Context: an optimization exercise on an open-source flow, tuned for small area. The choices shown serve that exercise and are no tape-out recipe.
The RTL was checked by simulation tests, not by an equivalence proof against the original design.
Power is estimated from default activity; no workload was simulated.

==> design/flow/design.v <==
`timescale 1ns / 1ps
module clockdiv #(
	parameter SEG_BIT = 3,		 
	parameter SEC_MAX = 200		 
	)(
	input wire clk,			 
	input wire rst,			 
	input wire clr,			 
	output wire segclk,		 
	output wire seg_tick,	 
	output wire clk1hz
	);
localparam SEC_W = $clog2(SEC_MAX);
reg [SEG_BIT:0] q;
reg [SEC_W-1:0] sec;
reg clk1hz_reg;
always @(posedge clk)
begin
	if (rst == 1) begin
		q <= 0;
		sec <= 0;
		clk1hz_reg <= 0;
	end
	else if (clr == 1) begin
		q <= 0;
		sec <= 0;
	end
	else begin
		q <= q + 1'b1;
		if (sec != SEC_MAX-1) begin
			sec <= sec + 1'b1;
			clk1hz_reg <= clk1hz;
		end
		else begin
			sec <= 0;
			clk1hz_reg <= ~clk1hz;
		end
	end
end
assign segclk = q[SEG_BIT];
assign seg_tick = (q == {1'b0, {SEG_BIT{1'b1}}});
assign clk1hz = clk1hz_reg;
endmodule
`timescale 1ns / 1ps
module edge_debouncer(
	input clk,
	input rst,
	input low_freq_clk,
	input btn,
	output btn_out
    );
reg [2:0] btn_history;
always @(posedge clk) begin
	if(rst) begin
		btn_history <= 3'b000;
	end
	else if(low_freq_clk) begin
		btn_history <= { btn, btn_history[2:1] };
	end
end
assign btn_out = ~btn_history[0] & btn_history[1] & low_freq_clk;
endmodule
`timescale 1ns / 1ps
module seven_segment(
		digit, seven_seg);
input [3:0] digit;
output [7:0] seven_seg;		
reg[7:0] SevenSeg;
always @ (*) begin
case(digit)    
	 4'h0: SevenSeg = 8'b11000000;
    4'h1: SevenSeg = 8'b11111001;
    4'h2: SevenSeg = 8'b10100100;
    4'h3: SevenSeg = 8'b10110000;
    4'h4: SevenSeg = 8'b10011001;
    4'h5: SevenSeg = 8'b10010010;
    4'h6: SevenSeg = 8'b10000010;
    4'h7: SevenSeg = 8'b11111000;
    4'h8: SevenSeg = 8'b10000000;
    4'h9: SevenSeg = 8'b10010000;
    default: SevenSeg = 8'b11111111;
endcase
end
assign seven_seg = SevenSeg;
endmodule
`timescale 1ns / 1ps
module timer(
	clk_high, rst, clk, clr, win_flag, lose_flag, sec_u, sec_t, sec_h, h_sec_u, h_sec_t, h_sec_h
    );
	input clk_high; 
	input rst;
	input clk;
   input clr;
	input win_flag;
	output lose_flag; 
	output [3:0] sec_u;
	output [3:0] sec_t; 
	output [3:0] sec_h; 
   output [3:0] h_sec_u;
	output [3:0] h_sec_t; 
	output [3:0] h_sec_h; 
	reg o_lose;
	reg [3:0] high_units;
   reg [3:0] high_tens;
   reg [3:0] high_hundreds;
	reg [3:0] units;
	reg [3:0] tens;
	reg [3:0] hundreds;
	always@(posedge clk_high) begin
        if (rst) begin
            units <= 4'b1001;
            tens <= 4'b1001;
            hundreds <= 4'b1001;
            o_lose <= 0;
            high_units <= 4'b0010;
            high_tens <= 4'b0;
            high_hundreds <= 4'b0;
        end
        else if (clr) begin 
            units <= 4'b1001;
            tens <= 4'b1001;
            hundreds <= 4'b1001;
            o_lose <= 0;
        end
        else if (clk) begin
            if (win_flag == 1) begin
                o_lose <= 0;
                if (high_hundreds < hundreds) begin
                    high_units <= units;
                    high_tens <= tens;
                    high_hundreds <= hundreds;
                end
                else if (high_hundreds == hundreds) begin
                    if (high_tens < tens) begin
                        high_units <= units;
                        high_tens <= tens;
                        high_hundreds <= hundreds;
                    end
                    else if (high_tens == tens) begin
                        if (high_units < units) begin
                            high_units <= units;
                            high_tens <= tens;
                            high_hundreds <= hundreds;
                        end
                        else begin
                        end
                    end
                    else begin
                    end
                end
                else begin
                end
            end
            else begin
                if (units == 4'b0 && tens == 4'b0 && hundreds == 4'b0) begin
                    o_lose <= 1;
                end
                else begin
                    if(units == 4'b0 && tens == 4'b0) begin
                        hundreds <= hundreds -1;
                        units <= 4'b1001;
                        tens <= 4'b1001;	
                    end
                    else if (units == 4'b0) begin
                        tens <= tens -1;
                        units <= 4'b1001;
                    end
                    else begin
                        units <= units -1;
                    end
                end
            end
		end
	end
	assign lose_flag = o_lose;
	assign sec_u = units;
	assign sec_t = tens;
	assign sec_h = hundreds;
    assign h_sec_u = high_units;
    assign h_sec_t = high_tens;
    assign h_sec_h = high_hundreds;
endmodule
`timescale 1ns / 1ps
module board_logic(
	input wire clk,
	input wire rst,
	input wire up,
	input wire left,
	input wire down,
	input wire right,
	input wire choose,
    input wire clr,
    input wire win_flag,
    input wire lose_flag,
	output reg [323:0] flat_grid,
	output wire[31:0] select_out
    );
	localparam [323:0] PUZZLE = 324'h000810307630050040470003900820300050009206400040001028005400091090070086107062000;
	reg [3:0] old_value;
	integer select;
	reg [323:0] grid_n;
	reg [3:0] old_n;
	integer sel_n;
	always @(posedge clk) begin
		grid_n = flat_grid;
		old_n = old_value;
		sel_n = select;
		if (rst || clr) begin
            grid_n = PUZZLE;
            old_n = 4'd0;
            sel_n = 0;
        end
        else if (!win_flag && !lose_flag) begin
            grid_n[sel_n*4 +: 4] = old_n;
            if(choose == 1) begin
                if (sel_n==3 || sel_n==4 || sel_n==6 || sel_n==8 || sel_n==9 || sel_n==10 ||
                sel_n==13 || sel_n==16 || sel_n==18 || sel_n==19 || sel_n==23 || sel_n==24 ||
                sel_n==27 || sel_n==28 || sel_n==30 || sel_n==34 || sel_n==38 || sel_n==39 ||
                sel_n==41 || sel_n==42 || sel_n==46 || sel_n==50 || sel_n==52 || sel_n==53 ||
                sel_n==56 || sel_n==57 || sel_n==61 || sel_n==62 || sel_n==64 || sel_n==67 ||
                sel_n==70 || sel_n==71 || sel_n==72 || sel_n==74 || sel_n==76 || sel_n==77) begin
                end
                else begin
                    if(grid_n[sel_n*4 +: 4] == 4'd9) begin
                        grid_n[sel_n*4 +: 4] = 4'd0;
                    end
                    else begin
                        grid_n[sel_n*4 +: 4] = old_n + 1;
                    end
                end
                old_n = grid_n[sel_n*4 +: 4];
            end
            else begin
                if(up == 1) begin
                    if (0 <= sel_n && sel_n < 9) begin
                        sel_n = sel_n + 72;
                    end
                    else begin
                        sel_n = sel_n - 9;
                    end
                end
                else if(right == 1) begin
                    if(sel_n == 8 || sel_n == 17 || sel_n == 26 || sel_n == 35 || sel_n == 44 || sel_n == 53 || sel_n == 62 || sel_n == 71 || sel_n == 80) begin
                        sel_n = sel_n - 8;
                    end
                    else begin
                        sel_n = sel_n + 1;
                    end
                end
                else if(down == 1) begin
                    if(72 <= sel_n && sel_n < 81) begin
                        sel_n = sel_n - 72;
                    end
                    else begin
                        sel_n = sel_n + 9;
                    end
                end
                else if(left == 1) begin
                    if(sel_n == 0 || sel_n == 9 || sel_n == 18 || sel_n == 27 || sel_n == 36 || sel_n == 45 || sel_n == 54 || sel_n == 63 || sel_n == 72) begin
                        sel_n = sel_n + 8;
                    end
                    else begin
                        sel_n = sel_n - 1;
                    end
                end
                else begin
                end
                old_n = grid_n[sel_n*4 +: 4];
            end
        end
        else begin
        end
		flat_grid <= grid_n;
		old_value <= old_n;
		select <= sel_n;
	end
	assign select_out = select;
endmodule
`timescale 1ns / 1ps
module vga640x480(
	input wire clk,			 
	input wire rst,			 
	input wire clr,			 
	input wire [323:0] flat_grid,
	output wire hsync,		 
	output wire vsync,		 
	output reg [2:0] red,	 
	output reg [2:0] green,  
	output reg [1:0] blue,	 
	input wire [31:0] select
	);
parameter hpixels = 800; 
parameter vlines = 521;  
parameter hpulse = 96; 	 
parameter vpulse = 2; 	 
parameter hbp = 144; 	 
parameter hfp = 784; 	 
parameter vbp = 31; 		 
parameter vfp = 511; 	 
parameter BLINK_BIT = 17;	 
reg [9:0] hc;
reg [9:0] vc;
integer i;
integer j;
reg [BLINK_BIT:0] counter;
always @(posedge clk)
begin
	if (rst == 1 || clr == 1)
	begin
		hc <= 0;
		vc <= 0;
		counter <= 0;
	end
	else
	begin
		counter <= counter + 1;
		if (hc < hpixels - 1)
			hc <= hc + 1;
		else
		begin
			hc <= 0;
			if (vc < vlines - 1)
				vc <= vc + 1;
			else
				vc <= 0;
		end
	end
end
assign hsync = (hc < hpulse) ? 0:1;
assign vsync = (vc < vpulse) ? 0:1;
always @(*)
begin
	red = 0;
	blue = 0;
	green = 0;
	for(i = 0; i < 9; i=i+1) begin
		for(j = 0; j < 9; j=j+1) begin
			if(i != 0 && ((vbp + i*55 - 10 <= vc && vc < vbp + i*55) || (hbp + j*72 - 10 <= hc && hc < hbp + j*72))) begin
				red = 3'b111;
				green = 3'b111;
				blue = 2'b11;
			end
			else if(vbp+i*55 <= vc && vc < vbp+(i+1)*55-10 && hbp+j*72 <= hc && hc < hbp+(j+1)*72-10) begin
				if(i*9+j == select) begin
					if(counter[BLINK_BIT] == 1) begin
						red = 3'b111;
						green = 3'b111;
						blue = 2'b11;
					end
					else if(counter[BLINK_BIT] == 0) begin
						if(flat_grid[(i*9+j)*4 +: 4] == 1) begin
							red = 3'b111;
							green = 3'b000;
							blue = 2'b00;
						end
						else if(flat_grid[(i*9+j)*4 +: 4] == 2) begin
							red = 3'b111;
							green = 3'b100;
							blue = 2'b00;
						end
						else if(flat_grid[(i*9+j)*4 +: 4] == 3) begin
							red = 3'b111;
							green = 3'b111;
							blue = 2'b00;
						end
						else if(flat_grid[(i*9+j)*4 +: 4] == 4) begin
							red = 3'b000;
							green = 3'b111;
							blue = 2'b00;
						end
						else if(flat_grid[(i*9+j)*4 +: 4] == 5) begin
							red = 3'b000;
							green = 3'b111;
							blue = 2'b11;
						end
						else if(flat_grid[(i*9+j)*4 +: 4] == 6) begin
							red = 3'b000;
							green = 3'b000;
							blue = 2'b11;
						end
						else if(flat_grid[(i*9+j)*4 +: 4] == 7) begin
							red = 3'b111;
							green = 3'b000;
							blue = 2'b11;
						end
						else if(flat_grid[(i*9+j)*4 +: 4] == 8) begin
							red = 3'b100;
							green = 3'b001;
							blue = 2'b01;
						end
						else if(flat_grid[(i*9+j)*4 +: 4] == 9) begin
							red = 3'b111;
							green = 3'b001;
							blue = 2'b10;
						end
						else begin
						end
					end
					else begin
					end
				end
				else begin
					if(flat_grid[(i*9+j)*4 +: 4] == 1) begin
						red = 3'b111;
						green = 3'b000;
						blue = 2'b00;
					end
					else if(flat_grid[(i*9+j)*4 +: 4] == 2) begin
						red = 3'b111;
						green = 3'b100;
						blue = 2'b00;
					end
					else if(flat_grid[(i*9+j)*4 +: 4] == 3) begin
						red = 3'b111;
						green = 3'b111;
						blue = 2'b00;
					end
					else if(flat_grid[(i*9+j)*4 +: 4] == 4) begin
						red = 3'b000;
						green = 3'b111;
						blue = 2'b00;
					end
					else if(flat_grid[(i*9+j)*4 +: 4] == 5) begin
						red = 3'b000;
						green = 3'b111;
						blue = 2'b11;
					end
					else if(flat_grid[(i*9+j)*4 +: 4] == 6) begin
						red = 3'b000;
						green = 3'b000;
						blue = 2'b11;
					end
					else if(flat_grid[(i*9+j)*4 +: 4] == 7) begin
						red = 3'b111;
						green = 3'b000;
						blue = 2'b11;
					end
					else if(flat_grid[(i*9+j)*4 +: 4] == 8) begin
						red = 3'b100;
						green = 3'b001;
						blue = 2'b01;
					end
					else if(flat_grid[(i*9+j)*4 +: 4] == 9) begin
						red = 3'b111;
						green = 3'b001;
						blue = 2'b10;
					end
					else begin
					end
				end
			end
			else begin
			end
		end
	end
end
endmodule
`timescale 1ns / 1ps
module NERP_demo_top(
	input wire clk,			 
	input wire rst,			 
	input wire clr,			 
	input wire btns,			 
	input wire btnu,			 
	input wire btnl,			 
	input wire btnd,			 
	input wire btnr,			 
	output reg [7:0] seg,	 
	output reg [3:0] an,	 
	output wire [2:0] red,	 
	output wire [2:0] green, 
	output wire [1:0] blue,	 
	output wire hsync,		 
	output wire vsync,			 
	output wire led
	);
wire segclk;
wire seg_tick;
wire clk_1hz;
wire clk_1hz_d;
wire up, down, left, right, choose;
wire [323:0] flat_grid;
clockdiv U1(
	.clk(clk),
	.rst(rst),
	.clr(clr),
	.segclk(segclk),
	.seg_tick(seg_tick),
	.clk1hz(clk_1hz)
);
edge_debouncer btn_sel(
	.clk(clk),
	.rst(rst),
	.low_freq_clk(segclk),
	.btn(btns),
	.btn_out(choose)
);
edge_debouncer btn_up(
	.clk(clk),
	.rst(rst),
	.low_freq_clk(segclk),
	.btn(btnu),
	.btn_out(up)
);
edge_debouncer btn_down(
	.clk(clk),
	.rst(rst),
	.low_freq_clk(segclk),
	.btn(btnd),
	.btn_out(down)
);
edge_debouncer btn_left(
	.clk(clk),
	.rst(rst),
	.low_freq_clk(segclk),
	.btn(btnl),
	.btn_out(left)
);
edge_debouncer btn_right(
	.clk(clk),
	.rst(rst),
	.low_freq_clk(segclk),
	.btn(btnr),
	.btn_out(right)
);
edge_debouncer debounce_clock(
    .clk(clk),
    .rst(rst),
    .low_freq_clk(segclk),
    .btn(clk_1hz),
    .btn_out(clk_1hz_d)
);
localparam [323:0] TEMPLATE = 324'h952814367631759842478623915826347159519286473743591628265438791394175286187962534;
wire win_flag;
wire lose_flag;
wire [3:0] ones;
wire [3:0] tens;
wire [3:0] hundreds;
wire [3:0] h_ones;
wire [3:0] h_tens;
wire [3:0] h_hundreds;
reg [1:0] cycle;
assign led = choose;
wire [31:0] select;
board_logic board(
	.clk(clk),
	.rst(rst),
	.up(up),
	.left(left),
	.down(down),
	.right(right),
	.choose(choose),
    .clr(clr),
    .win_flag(win_flag),
    .lose_flag(lose_flag),
	.flat_grid(flat_grid),
	.select_out(select)
);
vga640x480 U3(
	.clk(clk),
	.rst(rst),
	.clr(clr),
	.flat_grid(flat_grid),
	.hsync(hsync),
	.vsync(vsync),
	.red(red),
	.green(green),
	.blue(blue),
	.select(select)
	);
reg has_won;
always@(posedge clk) begin
    if (rst || clr) begin
        has_won <= 0;
    end
	else if (flat_grid == TEMPLATE) begin
			has_won <= 1;
	end	
	else begin
		has_won <= 0;
	end
end
assign win_flag = has_won;
timer time_left(.clk_high(clk), .rst(rst), .clk(clk_1hz_d), .clr(clr), .win_flag(win_flag), .lose_flag(lose_flag), .sec_u(ones), .sec_t(tens), 
    .sec_h(hundreds), .h_sec_u(h_ones), .h_sec_t(h_tens), .h_sec_h(h_hundreds));
wire [7:0] segMin10;
wire [7:0] segMin1;
wire [7:0] segSec10;
wire [7:0] segSec1;
wire [7:0] h_segSec1;
wire [7:0] h_segSec10;
wire [7:0] h_segMin1;
seven_segment get_Unit_Seconds(.digit(ones),.seven_seg(segSec1));
seven_segment get_Tens_Seconds(.digit(tens),.seven_seg(segSec10));
seven_segment get_Hundred_Seconds(.digit(hundreds),.seven_seg(segMin1));
seven_segment get_Thousand_Seconds(.digit(4'b1111),.seven_seg(segMin10));
seven_segment get_High_Units(.digit(h_ones),.seven_seg(h_segSec1));
seven_segment get_High_Tens(.digit(h_tens),.seven_seg(h_segSec10));
seven_segment get_High_Hundreds(.digit(h_hundreds),.seven_seg(h_segMin1));
always@(posedge clk) begin
    if (rst) begin
        cycle <= 2'b00;
        an <= 4'b1111;
        seg <= 8'b11111111;
    end
    else if (!seg_tick) begin
    end
    else if (win_flag || lose_flag) begin
        if(cycle == 2'b00) begin
            an <= 4'b1110;
            if(clk_1hz) begin
                seg <= segSec1;
            end
            else begin
                seg <= h_segSec1;
            end
            cycle<=cycle+2'b01;
        end
        else if (cycle == 1) begin
            an <= 4'b1101;
            if(clk_1hz) begin
                seg <= segSec10;
            end
            else begin
                seg <= h_segSec10;
            end
            cycle<=cycle+2'b01;
        end
        else if (cycle == 2) begin
            an <= 4'b1011;
            if(clk_1hz) begin
                seg <= segMin1;
            end
            else begin
                seg <= h_segMin1;
            end
            cycle<=cycle+2'b01;
        end
        else begin
            cycle <= 2'b00;
            an <= 4'b0111;
            seg<=segMin10;
        end
    end
    else begin
        if(cycle == 2'b00) begin
            an <= 4'b1110;
            seg <= segSec1;
            cycle<=cycle+2'b01;
        end
        else if(cycle == 1) begin
            an <= 4'b1101;
            seg <= segSec10;
            cycle<=cycle+2'b01;
        end
        else if(cycle == 2) begin
            an <= 4'b1011;
            seg <= segMin1;
            cycle<=cycle+2'b01;
        end 
        else begin
            cycle <= 2'b00;
            an <= 4'b0111;
            seg<=segMin10;
        end
    end
end
endmodule
==> design/flow/run.sh <==
#!/bin/bash
# synth_recipe.tcl (not shown) runs the flow's synth.tcl, then flattens the netlist and writes it again
# the make line also repeats each setting of config.mk as NAME=value (left out here)
make -C /OpenROAD-flow-scripts/flow DESIGN_CONFIG=/design/flow/config.mk WORK_HOME=/design/flow/orfs CLKGATE_MAP_FILE= SYNTH_SCRIPT=/design/flow/synth_recipe.tcl finish
==> design/flow/config.mk <==
export PLATFORM = sky130hd
export DESIGN_NAME = NERP_demo_top
export DESIGN_NICKNAME = NERP_demo_top
export VERILOG_FILES = /design/flow/design.v
export SDC_FILE = /design/flow/constraint.sdc
export NUM_CORES = 8
export LEC_CHECK = 0
export CAP_MARGIN = 40
export CORE_MARGIN = 2
export CORE_UTILIZATION = 20
export PLACE_DENSITY = 0.35
export SLEW_MARGIN = 50
==> design/flow/constraint.sdc <==
create_clock -name core_clock -period 15.0 [get_ports {clk}]
set_input_delay 3.0000 -clock core_clock [delete_from_list [all_inputs] [get_ports {clk}]]
set_output_delay 3.0000 -clock core_clock [all_outputs]
set_load 0.01 [all_outputs]
==> notes.md <==
- Status: timing/DRC/antenna clean
- LEAKAGE: 26.8 nW
- CTS max path bufs: 4
- Post-CTS Setup Bufs: 0
- CTS root buf: clkbuf_16
- First-pass DRT Iterations: 9
- Placement Setup Slack: 3.71 ns
- Arr. time, crit path: 9.27 ns
- Worst-path fanout max: 12
- Layout Nets: 10500
- Vias post-DR: 96100
- EDFF count, synth: 0
- Max-slew headroom: 40.9%
- Combinational share of power: 1.2%
- Crit. End Element: primary output
- Switching power share of the total: 25.7%
- TritonCTS clock tree: yes
- Post-route cell area: 78700 µm²
- Switching power: 0.000885 W
- Worst path max stage delay: 1.03 ns
- Die Area: 335000 µm²
- Post-synth ARST share: 0%
- Most flops, register: board.flat_grid
- Slowest cell on the critical path: or4_2
- RSZ-0062 raised after global routing: false
- CTS H-tree depth: 3
- Setup Viol. Count Final: 0
- Final Power: 0.00344 W
- Buffers on Ports: 29
- Net count after synthesis: 10600
- Tightest Pin Transition: 0.882 ns
- Synthesized area per cell: 6.25 µm²
- Most frequent cells in the layout: nand2_1, nor2_1, a21oi_1
- Design internal power: 0.00255 W
- Area Growth Syn to Fin: 19.1%
- Power density cells: 43.7 nW/µm²
- Reg2Reg Setup Slack: 4.13 ns
- Sequential share of power: 39.4%
- Fin. max-slew vios: 0
- Initial DRC Count: 15100
- Hold Path Stages: 1
- DRT Wirelength: 732 mm
- Max_cap viols: 0
- CORE AREA: 328000 µm²
- Largest register FFs: 324
- Die Ht: 579 µm
- Post-Synthesis Cells: 10600
- Final Worst Setup Slack: 2.73 ns
- Starting density of the core: 20.1%
- HP Class: reg -> reg
- Data required, critical path: 12.00 ns
- Via-per-instance ratio: 6.45
- # rows: 210
- Synth Cell Area: 66000 µm²
- Die span in x: 579 µm
- Peak Freq: 81.5 MHz
- Quantity of gates resized following cts: 0
- Distinct cells, synth: 115
- Depth of the most critical reg-to-reg path: 27
- Vias in the first global route: 85500
- Later-pin clock latency in the skew report: 0.88 ns
- Final Cycle Share: 81.8%
- Clk sink count: 510
- Hold_buf cts: 0
- Post-synthesis sequential area ratio: 15.5%
- GRT overflow: 0
- Synthesis-stage register bit count: 510
- Kind of critical path: reg -> out
- Layout cells sized above 1: 14.2%
- Worst Clk Skew: 0.0827 ns
- Startpoint types: flop
- Initial antenna violation count: 123
- Hpwl dp: 579 mm
- Dpl cell area: 75600 µm²
- Wire length per cell: 49.2 µm
- Post-route antenna net violation count: 0
- Top_reg_cell synth: dfxtp_1
- Clk slew on worst S/H paths: 0.06 ns
- VDD IR max: 0.0000759 V
- Num CTS Buffers: 82
- Most common cell after layout, fill and taps aside: nand2_1
- IO Pins: 31
- Clock period minus worst slack: 12.27 ns
- Largest net degree at the start of global routing: 82
- GPL Wtd Cong: 1.09
- First-pass GRT wire length: 928 mm
- Yosys warning total: 7
- Biggest regs: board.flat_grid: 324 flops, board.select: 32 flops, U3.counter: 18 flops
- DRC viols: 0
- Hold Fails Final Rpt: 0
- GRT Total Usage: 42.0%
- Power share of the clock group: 59.4%
==> layer usage <==
layer | GRT usage [%] | vias up | routed length, µm
met3 | 13.0 | 1855 | 76300
li1 | - | 38700 | -
met5 | 0 | - | 216
met1 | 51.3 | 48400 | 288000
met2 | 60.7 | 7130 | 299000
met4 | 33.6 | 34 | 68900
==> final timing paths <==
kind                                     start                         endpoint
hold / removal        U3.counter[0]$_SDFF_PP0_         U3.counter[0]$_SDFF_PP0_
hold reg to reg       U3.counter[0]$_SDFF_PP0_         U3.counter[0]$_SDFF_PP0_
setup reg to reg  board.select[0]$_SDFFE_PP0P_  board.old_value[2]$_SDFFE_PP0P_
setup / recovery           U3.hc[0]$_SDFF_PP0_                         green[0]
==> cells in the mapped netlist (all sizes together) (32+ instances only) <==
library cell     n  area (µm²)
a211oi         207        1550
o2111ai         34         304
a22oi           68         510
or2             42         263
o22ai          156         976
clkbuf         817        3070
o21a            41         309
a211o           48         420
a2111oi         33         290
nand2b         263        1650
or4             47         360
and2            38         238
inv            154         578
o211ai         299        2260
a31oi          150         938
nand2         1480        5560
a21o            32         240
o221ai          45         394
and3            73         457
ha              75         938
mux2i          291        2910
nor2          1449        5450
a221oi          43         389
mux2            41         462
o31ai           70         526
xnor2          111         972
or3             75         469
o32ai           40         358
dfxtp          510       10200
nand4          214        1350
a21oi          918        4610
nor2b          137         857
o311ai          49         429
nor4           188        1630
nand3b          64         480
buf            173         870
xor2            35         307
a311oi          72         631
nor3           308        1640
nand3          362        1810
o21ai          900        4530
==> metrics by stage <==
step / setup TNS, ns / hold slack (ns) / instances / utilization (%)
floorplan: 0 / 0.413 / 10600 / -
global placement: -0.687 / 0.423 / 14600 / 22.5
detailed placement: 0 / 0.440 / 14700 / 23.0
CTS: 0 / 0.448 / 14800 / 23.9
global route: 0 / 0.477 / 14800 / 23.9
finish: 0 / 0.445 / 14900 / 24.0
==> layout make-up <==
type	instances	area, µm²
inverters	159	601
clock inverters	25	312
well taps	4346	5440
clock buffers	115	2380
repair buffers	754	6150
diodes	69	173
flip-flops and latches	510	10300
fillers	37200	249000
multi-input cells	8904	53300
==> worst max-delay path: cells and delay by family (launching register included) <==
family,cells,cell delay (ns)
AO/OA/AOI/OAI,16,4.34
adder cells (fa/ha/maj),1,0.26
buffers and inverters,7,1.71
flip-flops,1,0.39
AND/OR/NAND/NOR,4,1.70
==> power by group through the flow <==
stage / registers, W / clock network (W) / logic (W)
floorplan: 0.00139 / 0 / 0.0000195
global placement: 0.00139 / 0 / 0.0000382
detailed placement: 0.00139 / 0 / 0.0000395
CTS: 0.00136 / 0.00207 / 0.0000396
global route: 0.00136 / 0.00212 / 0.0000418
finish: 0.00136 / 0.00204 / 0.0000405
==> logic make-up (layout without fill, tap and decap cells) <==
kind of cell | after synthesis | after routing | synth area share (%)
other | 1 | 70 | 0.00568
AND/OR/NAND/NOR | 4858 | 4858 | 35.2
XOR/XNOR | 146 | 146 | 1.94
flip-flops | 510 | 510 | 15.5
buffers and inverters | 1150 | 1053 | 6.88
adder cells (fa/ha/maj) | 75 | 75 | 1.42
multiplexers | 337 | 337 | 5.28
AO/OA/AOI/OAI | 3487 | 3487 | 33.8

==> static timing again, ports no longer ideal <==
Ports are ideal in the flow. The routed layout listed here was re-timed in OpenROAD. Step 1 sets driving cells, clkbuf_16 on the clock port and buf_2 on the other inputs (assumed; they add their load-dependent delay and slew). Step 2 adds t to the input delays and takes it off the output delays; t is the mean of the earliest and latest rising clock arrival at the registers after step 1. Input paths then give back, and output paths get back, about the clock's delay inside the block. a / b / c = ideal / step 1 / step 2; a / b = the first two.
shift t [ns]: 0.948
slack for setup (ns): 2.735 / 2.631 / 3.578
hold WS [ns]: 0.445 / 0.445 / 0.445
worst setup path after step 2: register to output
slew at the worst register clock pin (ns): 0.09 / 0.09
After both steps setup and hold are still met in this run. For this run, drivers alone change the setup slack by -0.104 ns; drivers and shift together by +0.843 ns.
